This design comes from an exercise in tuning for small area on the open sky130 flow, not from production work. In this exercise RTL edits were held to simulation tests only and were not proved equivalent to the original. No activity file was given, so power comes from the tool's default toggle rates.

## flow/design.v (module list and top-level ports; edited modules follow where they fit)
// module chen_div_inv: 5 lines
// module chen_div_nand2: 5 lines
// module chen_div_nor2: 5 lines
// module chen_div_aoi21: 5 lines
// module chen_div_oai21: 5 lines
// module chen_div_xor2: 5 lines
// module chen_div_xnor2: 5 lines
// module chen_div_iter_1: 18 lines
// module chen_div_iter_2: 29 lines
// module chen_div_iter_3: 42 lines
// module chen_div_iter_4: 57 lines
// module chen_div_iter_5: 68 lines
// module chen_div_iter_6: 85 lines
// module chen_div_iter_7: 96 lines
// module chen_div_iter_8: 115 lines
// module chen_div_iter_9: 128 lines
// module chen_div_iter_10: 143 lines
// module chen_div_iter_11: 154 lines
// module chen_div_iter_12: 173 lines
// module chen_div_iter_13: 186 lines
// module chen_div_iter_14: 201 lines
// module chen_div_iter_15: 212 lines
// module chen_div_iter_16: 235 lines
// module chen_div_iter_17: 246 lines
// module chen_div_iter_18: 263 lines
// module chen_div_iter_19: 274 lines
// module chen_div_iter_20: 293 lines
// module chen_div_iter_21: 306 lines
// module chen_div_iter_22: 321 lines
// module chen_div_iter_23: 332 lines
// module chen_div_iter_24: 355 lines
// module chen_div_iter_25: 366 lines
// module chen_div_iter_26: 383 lines
// module chen_div_iter_27: 394 lines
// module chen_div_iter_28: 413 lines
// module chen_div_iter_29: 426 lines
// module chen_div_iter_30: 441 lines
// module chen_div_iter_31: 452 lines
// module chen_div_iter_32: 479 lines
// module chen_unsigned_div: 296 lines
module chen_unsigned_div (clk, rst_n, divide_en, dividend, divisor,
                          divide_error, divide_done, quotient, remainde);
  // ...
==> flow/flow/run.sh <==
#!/bin/bash
# Own layout flow: the standard flow (standard.sh), except that synthesis
# runs with ABC_LOAD_IN_FF=1, so ABC sizes each mapped gate for a 1 fF load
# instead of the platform's 5 fF (the netlist's gate modules are single
# gates, and the larger load made ABC pick double-strength cells).  The
# registers, their names and cell types are those of the standard synthesis.
set -euo pipefail
work="$(pwd)"
sed -e 's#^make -C #make ABC_LOAD_IN_FF=1 -C #' standard.sh > "$work/standard_load1.sh"
grep -q 'ABC_LOAD_IN_FF=1' "$work/standard_load1.sh"
bash "$work/standard_load1.sh" synth > "$work/synth.log" 2>&1
bash standard.sh > "$work/layout.log" 2>&1
==> flow/standard.sh <==
#!/bin/bash
# synth_recipe.tcl (not shown) runs the flow's synth.tcl, then flattens the netlist and writes it again
# the make line also repeats each setting of config.mk as NAME=value (left out here)
make -C /OpenROAD-flow-scripts/flow DESIGN_CONFIG=/design/flow/config.mk WORK_HOME=/design/flow/orfs CLKGATE_MAP_FILE= SYNTH_SCRIPT=/design/flow/synth_recipe.tcl "${@:-finish}"
==> flow/config.mk <==
export PLATFORM = sky130hd
export DESIGN_NAME = chen_unsigned_div
export DESIGN_NICKNAME = chen_unsigned_div
export VERILOG_FILES = /design/flow/design.v
export SDC_FILE = /design/flow/constraint.sdc
export NUM_CORES = 4
export LEC_CHECK = 0
export CAP_MARGIN = 20
export CORE_MARGIN = 2
export CORE_UTILIZATION = 50
export CTS_CLUSTER_DIAMETER = 80
export CTS_CLUSTER_SIZE = 25
export SLEW_MARGIN = 20
export SYNTH_HIERARCHICAL = 1
==> flow/constraint.sdc <==
create_clock -name core_clock -period 5.0 [get_ports {clk}]
set_input_delay 1.0000 -clock core_clock [delete_from_list [all_inputs] [get_ports {clk}]]
set_output_delay 1.0000 -clock core_clock [all_outputs]
set_load 0.01 [all_outputs]
==> out/qor.csv, run 1 <==
metric;value;unit
status;complete, but fails checks;
Failed Checks;setup timing;
crit-path max FO;5;
IO buf count;132;
fmax;0.198;GHz
Layout Nets;6044;
Fin Hold WS;314;ps
CTS resizes;92;
CP Capture Type;flop;
clock power share;27.1;%
Sink Count;1005;
TNS Setup;-122;ps
CTS H-Tree Depth;2;
Tot GR Track Use;18.2;%
wl on met1;31.0;mm
syn avg cell area;8.21;sq um
post-layout util;64.8;%
final cell count without fillers;7135;
delay-heaviest family, CP;compound AO/OA/AOI/OAI gates;
Area-dominant class;multi-input combinational cells;
WL met3;1.71;mm
Die Ht;295;um
Final Setup Violations;6;
Register Area;0.0202;sq mm
worst clock skew;22.6;ps
first-pass GRT wire length;135;mm
met2 Use GR;39.3;%
total power;0.0174;W
Fin. Hold Viols;0;
die area;0.0869;sq mm
Hold Buf Count CTS;0;
crit path to;r_4[15];
Rows;106;
clock network power;0.00472;W
Design Area, Final;0.0542;sq mm
WP data required;5530;ps
relative slew slack;59.7;%
worst hold start;x_8[5];
final worst slack;-41.5;ps
combinational power share;22.4;%
CTS buffer count;51;
Hold Path Class;reg2reg;
==> run 2: changes to the inputs <==
==> flow/run.sh (new file) <==
#!/bin/bash
# synth_recipe.tcl (not shown) runs the flow's synth.tcl, then flattens the netlist and writes it again
# the make line also repeats each setting of config.mk as NAME=value (left out here)
make -C /OpenROAD-flow-scripts/flow DESIGN_CONFIG=/design/flow/config.mk WORK_HOME=/design/flow/orfs CLKGATE_MAP_FILE= SYNTH_SCRIPT=/design/flow/synth_recipe.tcl finish
--- a/flow/config.mk
+++ b/flow/config.mk
@@ -8,7 +8,8 @@
 export CAP_MARGIN = 20
 export CORE_MARGIN = 2
-export CORE_UTILIZATION = 50
+export CORE_UTILIZATION = 60
 export CTS_CLUSTER_DIAMETER = 80
 export CTS_CLUSTER_SIZE = 25
+export PLACE_DENSITY = 0.7
 export SLEW_MARGIN = 20
 export SYNTH_HIERARCHICAL = 1
removed: flow/flow/run.sh
removed: flow/standard.sh
==> run 2 against run 1 <==
Compared with the run above: the layout still fails its checks (setup timing); synthesized cell count unchanged; register-to-register slack got worse by 110 ps; clock skew increased by 7.7 ps; setup slack got worse by 110 ps; sequential power about the same; maximum frequency decreased by 2.2%; sequential share of layout area increased by 0.16 points; count of clock-buffer cells in the layout decreased by 3; final area decreased by 0.49%; first-iteration DRC count increased by 4.7%; clock power decreased by 4.9%; combinational power increased by 3%; critical endpoint is now r_4[6].
==> out/qor.csv, run 2 <==
metric;value;unit;change
status;complete, but fails checks;;
Failed Checks;setup timing;;
Initial Utilization;60.7;%;
slowest stage delay, CP;360;ps;
fmax;0.194;GHz;-2.2%
CTS buffer count;51;;unchanged
worst clock skew;30.3;ps;+7.69 ps
Fin Hold WS;317;ps;+3.39 ps
crit path time final;5150;ps;
CTS H-Tree Depth;2;;unchanged
sw power;0.00499;W;
placer congestion estimate;0.843;;
CP Launch Point;nd_3[23];;
Area Growth Syn to Fin;21.4;%;
area of placed instances;0.0501;sq mm;
GRT overflow;0;;
CP Class;reg2reg;;
Post-Syn Area;0.0444;sq mm;
Post-Synthesis Cells;5146;;
syn avg cell area;8.64;sq um;+5.1%
post-route DRC violation count;0;;
Layout Nets;5864;;-3.0%
commonest non-fill, non-tap cell in the layout;dfxtp_1;;
drt total wl;82.6;mm;
Iteration-0 DRC Markers;1008;;
arrival time at the worst endpoint;5690;ps;
Tightest Pin Transition;852;ps;
number of global-route vias before repair;32200;;
Power Density;321;mW/mm^2;
Hold Buf Count CTS;0;;unchanged
Max Root-Sink Buffers;3;;
Max Transition Viols Final;0;;
relative slew slack;43.2;%;-17 points
CTS tree;built;;
Core Area;0.0732;sq mm;
root buf cell;clkbuf_16;;
Die Ht;276;um;-6.3%
Detail Placement HPWL;61.1;mm;
post-layout util;73.7;%;+8.9 points
DR pass1 iterations;5;;
Syn Nets;5213;;
internal cell power;0.0123;W;
worst skew pair latency;640;ps;
Die X;276;um;
IO buf count;132;;unchanged
clock slew at reported path FFs;90;ps;
total power;0.0173;W;-0.64%
routed vias/inst;4.93;;
Sw Ratio;28.9;%;
Worst VDD drop;0.292;mV;
synth warn;7;;
Fin. Hold Viols;0;;unchanged
WP data required;5540;ps;about the same
Filler Cell Count;5405;;
final worst slack;-153;ps;-112 ps
Seq pwr share;50.9;%;
worst hold start;x_2[17];;
placed cell count;6605;;
static leakage;23.9;nW;
final cell count without fillers;6777;;-5.0%
Hold Path Class;reg2reg;;
maxcap violations;0;;
first-pass GRT wire length;135;mm;+0.33%
crit-path max FO;8;;+3
Sink Count;1005;;unchanged
initial antenna violation count;0;;
Rows;99;;-6.6%
average wire per standard cell;12.2;um;
most used cell, CP;a21oi_2;;
layout cells sized above 1;24.6;%;
vias post-DR;33400;;
n_diodes;0;;
Antenna Violating Nets Remaining;0;;
CP Launch Type;flop;;
CP Capture Type;flop;;
clock power share;26.0;%;-1.1 points
die area;0.0763;sq mm;-12%
Reg2Reg Launch Point;nd_3[23];;
largest net degree at the start of global routing;34;;
Tot GR Track Use;20.4;%;+2.2 points
Ports;133;;
commonest non-fill, non-tap cells in the layout;dfxtp_1, nor2_1, nand2_1;;
Crit-path slowest cell;dfxtp_1;;
Design Area, Final;0.0539;sq mm;-0.49%
combinational power share;23.1;%;+0.7 points
Final Setup Violations;36;;+30
final worst-path cycle share;103;%;
RSZ-0062 raised after global routing;yes;;
## run 2: final cells by class
cell class,count,area [sq um],share of cell area [%]
multi-input combinational,3906,24900,46.2
inverter,207,777,1.44
clock buffer,55,1300,2.41
sequential,1005,20200,37.4
timing repair buffer,626,5350,9.91
clock inverter,19,249,0.462
tap,959,1200,2.22
## run 2: metal layers
metal	share of wire [%]	wire length, um	vias to the layer above	track usage [%]
met3	2.1	1730	141	2.36
met2	57	47100	314	43.7
met4	2.9	2390	0	6.31
met1	38	31400	15300	19.8
met5	0	0	-	0
li1	-	-	17700	-
## run 2: metrics by stage
step,TNS [ps],setup WS [ps]
floorplan,0,7.50
global route,-14750,-451
finish,-3310,-153
CTS,-99.0,-17.3
global placement,-2140,-223
detailed placement,-4900,-294
## run 2: power groups by stage
stage               clock (W)  combinational, W  sequential (W)
finish                0.00449           0.00400         0.00881
global route          0.00495           0.00443         0.00888
CTS                   0.00467           0.00384         0.00880
detailed placement          0           0.00378         0.00899
global placement            0           0.00369         0.00898
floorplan                   0           0.00269         0.00894
## run 2: worst max-delay path: cells and delay by family, from the launching register on
family                    cells  cell delay (ps)
and+or+nand+nor              11             1630
DFF                           1              360
xor gates and xnor gates      3              650
AOI/OAI and AO/OA            10             1570
buffers and inverters         5              840
## run 2: repair_timing
item,CTS,global route
cloned,3,6
setup buffers,27,63
endpoints found under the hold margin,0,0
resized for setup,47,282
endpoints found under the setup margin,69,177
pin swaps,24,156
## run 2: worst paths after layout
check / to / slack [ps] / cells past startpoint
hold reg to reg: x_3[20] / 320 / 0
hold / removal: x_3[20] / 320 / 0
setup / recovery: r_4[6] / -150 / 29
setup reg to reg: r_4[6] / -150 / 29
==> run 3: changes to the inputs <==
--- a/flow/config.mk
+++ b/flow/config.mk
@@ -8,8 +8,8 @@
 export CAP_MARGIN = 20
 export CORE_MARGIN = 2
-export CORE_UTILIZATION = 60
+export CORE_UTILIZATION = 50
 export CTS_CLUSTER_DIAMETER = 80
 export CTS_CLUSTER_SIZE = 25
-export PLACE_DENSITY = 0.7
+export GPL_TIMING_DRIVEN = 0
 export SLEW_MARGIN = 20
 export SYNTH_HIERARCHICAL = 1
==> run 3 against run 2 <==
Compared with the run above: the layout still fails its checks (setup timing); clock skew decreased by 8.1 ps; sequential share of layout area increased by 0.17 points; global-route usage decreased by 2.9 points; utilization decreased by 12 points; critical endpoint is now r_4[15]; synthesized area unchanged.
==> out/qor.csv, run 3 <==
metric;value;unit;change
Area Growth Syn to Fin;21.9;%;
worst clock skew;22.1;ps;-8.12 ps
CP Capture Type;flop;;
fmax;0.192;GHz;-0.81%
placed cell count;6446;;-2.4%
Tot GR Track Use;17.5;%;-2.9 points
arrival time at the worst endpoint;5730;ps;+40 ps
relative slew slack;26.0;%;-17 points
Post-Synthesis Cells;5146;;unchanged
CTS H-Tree Depth;2;;unchanged
post-layout util;61.4;%;-12 points
Hold Path Class;reg2reg;;
reg2reg end;r_4[15];;
Hold Buf Count CTS;0;;unchanged
vias post-DR;32700;;-2.1%
worst skew pair latency;640;ps;about the same
Reg2Reg Launch Point;r_3[0];;
final cell count without fillers;6813;;+0.53%
GRT overflow;0;;unchanged
Ports;133;;unchanged
WP data required;5540;ps;about the same
Post-Syn Area;0.0444;sq mm;unchanged
worst hold start;x_2[1];;
Crit-path slowest cell;dfxtp_4;;
synth warn;7;;unchanged
Syn Nets;5213;;unchanged
syn avg cell area;8.64;sq um;unchanged
commonest non-fill, non-tap cell in the layout;dfxtp_1;;
crit-path max FO;8;;unchanged
CP Class;reg2reg;;
Failed Checks;setup timing;;
final worst-path cycle share;104;%;+0.84 points
CP Launch Point;r_3[0];;
first-pass GRT wire length;136;mm;+0.78%
Detail Placement HPWL;58.1;mm;-4.9%
crit path time final;5190;ps;+41.8 ps
cells on worst reg2reg path;33;;+14%
CP Launch Type;flop;;
Power Density;324;mW/mm^2;+0.94%
RSZ-0062 raised after global routing;yes;;
CTS buffer count;51;;unchanged
Antenna Violating Nets Remaining;0;;unchanged
Hold Path Sink;x_3[4];;
Fin Hold WS;320;ps;+3.52 ps
post-place setup slack;-1740;ps;-1450 ps
Core Area;0.0882;sq mm;+21%
Iteration-0 DRC Markers;1091;;+8.2%
area of placed instances;0.0474;sq mm;-5.3%
Design Area, Final;0.0542;sq mm;+0.39%
placer congestion estimate;0.857;;+1.7%
number of global-route vias before repair;31200;;-3.2%
Worst VDD drop;0.265;mV;-9.5%
Filler Cell Count;7597;;+41%
Layout Nets;5689;;-3.0%
routed vias/inst;4.80;;-2.6%
maxcap violations;0;;unchanged
slowest stage delay, CP;390;ps;+30 ps
clock slew at reported path FFs;100;ps;about the same
largest net degree at the start of global routing;33;;-2.9%
Tightest Pin Transition;1100;ps;+249 ps
final worst slack;-195;ps;-41.8 ps
Hold Path Depth;0;;unchanged
Die X;302;um;+9.4%
Initial Utilization;50.4;%;-10 points
Fin. Hold Viols;0;;unchanged
most used cell, CP;a21oi_4;;
DR pass1 iterations;5;;unchanged
IO buf count;132;;unchanged
n_diodes;0;;unchanged
R2R setup slack;-190;ps;-40 ps
status;complete, but fails checks;;
Max Root-Sink Buffers;3;;unchanged
Rows;109;;+10%
average wire per standard cell;12.4;um;+1.9%
post-route DRC violation count;0;;unchanged
Die Ht;302;um;+9.4%
initial antenna violation count;0;;unchanged
Sink Count;1005;;unchanged
drt total wl;84.7;mm;+2.5%
root buf cell;clkbuf_16;;
Max Transition Viols Final;0;;unchanged
layout cells sized above 1;25.5;%;+0.87 points
die area;0.0913;sq mm;+20%
static leakage;23.3;nW;-2.8%
commonest non-fill, non-tap cells in the layout;dfxtp_1, nand2_1, nor2_1;;
CTS tree;built;;
Final Setup Violations;35;;-2.8%
run 3: critical path: cells and delay by family (launching register included):
kind            cells  cell delay (ps)
buf+inv             4              440
flops               1              390
simple gates        8              950
xor+xnor            4              680
compound gates     17             2590
run 3: where the power goes:
part,switching [W],internal (W)
sequential,0.000426,0.00842
combinational,0.00218,0.00185
clock,0.00255,0.00211
run 3: timing repair:
item	CTS	global route
pin swaps	94	185
setup buffers	138	133
setup endpoints to repair	254	238
hold endpoints to repair	0	0
resized for setup	279	368
cloned	10	7
run 3: metrics by stage:
step	power, W	setup TNS, ps
after floorplan	0.0116	0
after global placement	0.0124	-287810
after CTS	0.0174	-3000
after detailed placement	0.0125	-263550
after global routing	0.0185	-14490
final	0.0175	-3570
run 3: how the worst max path moves through the flow:
stage / end / slack (ps) / cells past startpoint
floorplan: r_3[10] / 7 / 29
global placement: r_9[2] / -1610 / 25
detailed placement: r_9[3] / -1740 / 25
CTS: r_4[15] / -150 / 33
global route: r_4[15] / -460 / 33
finish: r_4[15] / -190 / 33
run 3: cell type report:
| type | instances | area, sq um | area share (%) |
|---|---|---|---|
| sequential | 1005 | 20300 | 37.5 |
| multi-input combinational | 3916 | 26100 | 48.2 |
| timing repair buffer | 408 | 3630 | 6.71 |
| inverter | 207 | 777 | 1.43 |
| tap | 1165 | 1460 | 2.69 |
| clock buffer | 56 | 1320 | 2.43 |
| buffer | 33 | 244 | 0.451 |
| clock inverter | 23 | 309 | 0.571 |
run 3: routing by layer:
metal | global-route usage (%) | part of all wire, % | up-vias
met5 | 0 | 0 | -
li1 | - | - | 17300
met2 | 36.8 | 57 | 268
met1 | 17.2 | 37 | 15000
met3 | 2.04 | 2.0 | 157
met4 | 5.98 | 3.9 | 0
==> run 4: changes to the inputs <==
--- a/flow/config.mk
+++ b/flow/config.mk
@@ -11,5 +11,4 @@
 export CTS_CLUSTER_DIAMETER = 80
 export CTS_CLUSTER_SIZE = 25
-export GPL_TIMING_DRIVEN = 0
 export SLEW_MARGIN = 20
 export SYNTH_HIERARCHICAL = 1
==> run 4 against run 3 <==
Compared with the run above: now clean on timing, DRC and antenna; global-route usage barely moved; clock power rose by 4%; first-iteration DRC count rose by 5.3%; final area barely moved; die area did not move; count of clock-buffer cells in the layout fell by 1; sequential share of layout area fell by 0.30 points; critical path depth did not move; synthesized cell count did not move; maximum frequency rose by 5.4%; critical endpoint is now r_4[1]; largest power group unchanged.
==> out/qor.csv, run 4 <==
metric;value;unit;change
IO buf count;132;;unchanged
Area Growth Syn to Fin;21.8;%;about the same
Syn Nets;5213;;unchanged
Iteration-0 DRC Markers;1149;;+5.3%
Worst VDD drop;0.278;mV;+5.2%
CP Launch Type;flop;;
Sink Count;1005;;unchanged
Max Root-Sink Buffers;3;;unchanged
drt total wl;81.6;mm;-3.6%
maxcap violations;0;;unchanged
crit-path max FO;10;;+2
commonest non-fill, non-tap cell in the layout;dfxtp_1;;
largest net degree at the start of global routing;33;;unchanged
worst skew pair latency;640;ps;about the same
GRT overflow;0;;unchanged
synth warn;7;;unchanged
fmax;0.203;GHz;+5.4%
TNS Setup;0;ps;+3570 ps
worst clock skew;25.4;ps;+3.25 ps
Power Density;326;mW/mm^2;+0.56%
slowest stage delay, CP;360;ps;-30 ps
Post-Syn Area;0.0444;sq mm;unchanged
final worst-path cycle share;98.6;%;-5.3 points
Ports;133;;unchanged
Detail Placement HPWL;63.3;mm;+9.0%
clock slew at reported path FFs;90;ps;about the same
Layout Nets;5894;;+3.6%
Core Area;0.0882;sq mm;unchanged
Final Setup Violations;0;;-100%
post-route DRC violation count;0;;unchanged
initial antenna violation count;0;;unchanged
root buf cell;clkbuf_16;;
placer congestion estimate;0.828;;-3.3%
routed vias/inst;4.72;;-1.8%
crit path time final;4930;ps;-266 ps
syn avg cell area;8.64;sq um;unchanged
layout cells sized above 1;24.4;%;-1.1 points
CTS H-Tree Depth;2;;unchanged
Rows;109;;unchanged
post-place setup slack;-461;ps;+1280 ps
number of global-route vias before repair;31800;;+2.1%
wl on met1;31.5;mm;-0.73%
Tightest Pin Transition;715;ps;-386 ps
CTS tree;built;;
Post-Synthesis Cells;5146;;unchanged
average wire per standard cell;11.6;um;-6.4%
DR pass1 iterations;5;;unchanged
Fin Hold WS;316;ps;-4.15 ps
vias post-DR;33100;;+1.1%
Crit-path slowest cell;dfxtp_2;;
CP Capture Type;flop;;
CTS buffer count;53;;+3.9%
highest metal used;met4;;
Max Transition Viols Final;0;;unchanged
final worst slack;71.6;ps;+266 ps
n_diodes;0;;unchanged
Antenna Violating Nets Remaining;0;;unchanged
status;timing/DRC/antenna clean;;
Fin. Hold Viols;0;;unchanged
static leakage;23.9;nW;+2.5%
Hold Path Class;reg2reg;;
first-pass GRT wire length;137;mm;+0.54%
WP data required;5560;ps;+20 ps
CP Class;reg2reg;;
commonest non-fill, non-tap cells in the layout;dfxtp_1, nand2_1, nor2_1;;
RSZ-0062 raised after global routing;yes;;
Tot GR Track Use;17.5;%;about the same
relative slew slack;52.3;%;+26 points
met2 wire length;46.1;mm;-4.0%
die area;0.0913;sq mm;unchanged
Initial Utilization;50.4;%;unchanged
Die Ht;302;um;unchanged
Die X;302;um;unchanged
arrival time at the worst endpoint;5490;ps;-240 ps
WL met3;1.60;mm;-6.3%
==> run 4: cell type report <==
class	count	area, sq um
clock buffers	55	1370
clock inverters	25	359
fillers	7712	34100
inverters	207	777
multi-input cells	3906	24500
flip-flops and latches	1005	20200
well taps	1165	1460
repair buffers	654	5480
==> run 4: metal layers <==
| layer | vias up | global-route usage, % |
|---|---|---|
| met2 | 240 | 37.1 |
| met1 | 15000 | 17.3 |
| met4 | 0 | 5.00 |
| met3 | 131 | 2.00 |
| li1 | 17700 | - |
| met5 | - | 0 |
==> run 4: metrics by stage <==
step | util [%] | instances | total power [W] | instance area, sq um
6_report | 61.4 | 7017 | 0.0176 | 54100
5_1_grt | 61.4 | 7017 | 0.0186 | 54100
4_1_cts | 59.9 | 6976 | 0.0177 | 52800
3_5_place_dp | 57.4 | 6861 | 0.0128 | 50700
3_3_place_gp | 57.4 | 6861 | 0.0128 | 50700
2_1_floorplan | - | 5146 | 0.0116 | 44600
==> run 4: repair_timing <==
action | CTS | global route
endpoints found under the hold margin | 0 | 0
pin swaps | 35 | 100
gates resized for setup | 38 | 217
setup buffers | 33 | 36
setup endpoints to repair | 104 | 190
cloned | 2 | 5
hold buffers | 0 | 0
==> run 4: report_power, final <==
part | total [W] | switching, W | internal, W | leakage (nW)
clock network | 0.00483 | 0.00261 | 0.00221 | 0.826
registers | 0.00880 | 0.000372 | 0.00842 | 8.39
logic | 0.00400 | 0.00209 | 0.00191 | 14.6
total | 0.0176 | 0.00508 | 0.0125 | 23.9
==> run 4: worst paths after layout <==
kind              cells after the start  slack [ps]  startpoint       to
hold reg to reg                       0         320     x_5[29]  x_6[31]
hold / removal                        0         320     x_5[29]  x_6[31]
setup reg to reg                     33          70      r_3[0]   r_4[1]
setup / recovery                     33          70      r_3[0]   r_4[1]
==> run 4: worst max-delay path, delay by kind of cell, from the launching register on <==
kind                      cells  cell delay (ps)
AOI/OAI and AO/OA            15             2170
and+or+nand+nor               9              910
buffers and inverters         6              820
xor gates and xnor gates      3              550
DFF                           1              360

## separate check: timing with driven ports
How much do the figures lean on ideal ports? The routed layouts below were timed once more, with nothing changed but the port constraints. Step 1 assumes that a clkbuf_16 drives the clock port and a buf_2 every other input. Step 2 also shifts input and output timing later by t, the mid clock arrival at the registers, as if the neighbouring blocks saw the same clock. Slacks: no drivers / after step 1 / after step 2; pairs: no drivers / after step 1.
| run | shift t [ns] | setup WS [ns] | hold slack, ns | clock arrival spread, ns |
|---|---|---|---|---|
| run 1 | 0.694 | -0.042 / -0.042 / -0.268 | 0.314 / 0.314 / 0.314 | 0.031 / 0.030 |
| run 2 | 0.693 | -0.153 / -0.153 / -0.157 | 0.317 / 0.317 / 0.317 | 0.031 / 0.030 |
| run 3 | 0.696 | -0.195 / -0.195 / -0.295 | 0.320 / 0.320 / 0.320 | 0.024 / 0.024 |
| run 4 | 0.697 | 0.072 / 0.072 / -0.173 | 0.316 / 0.316 / 0.316 | 0.026 / 0.026 |
With both steps, setup timing fails in run 4, where it was met with ideal ports. The setup slack of run 4, which loses most, moves by 0.000 ns with the drivers and by -0.245 ns with both steps.
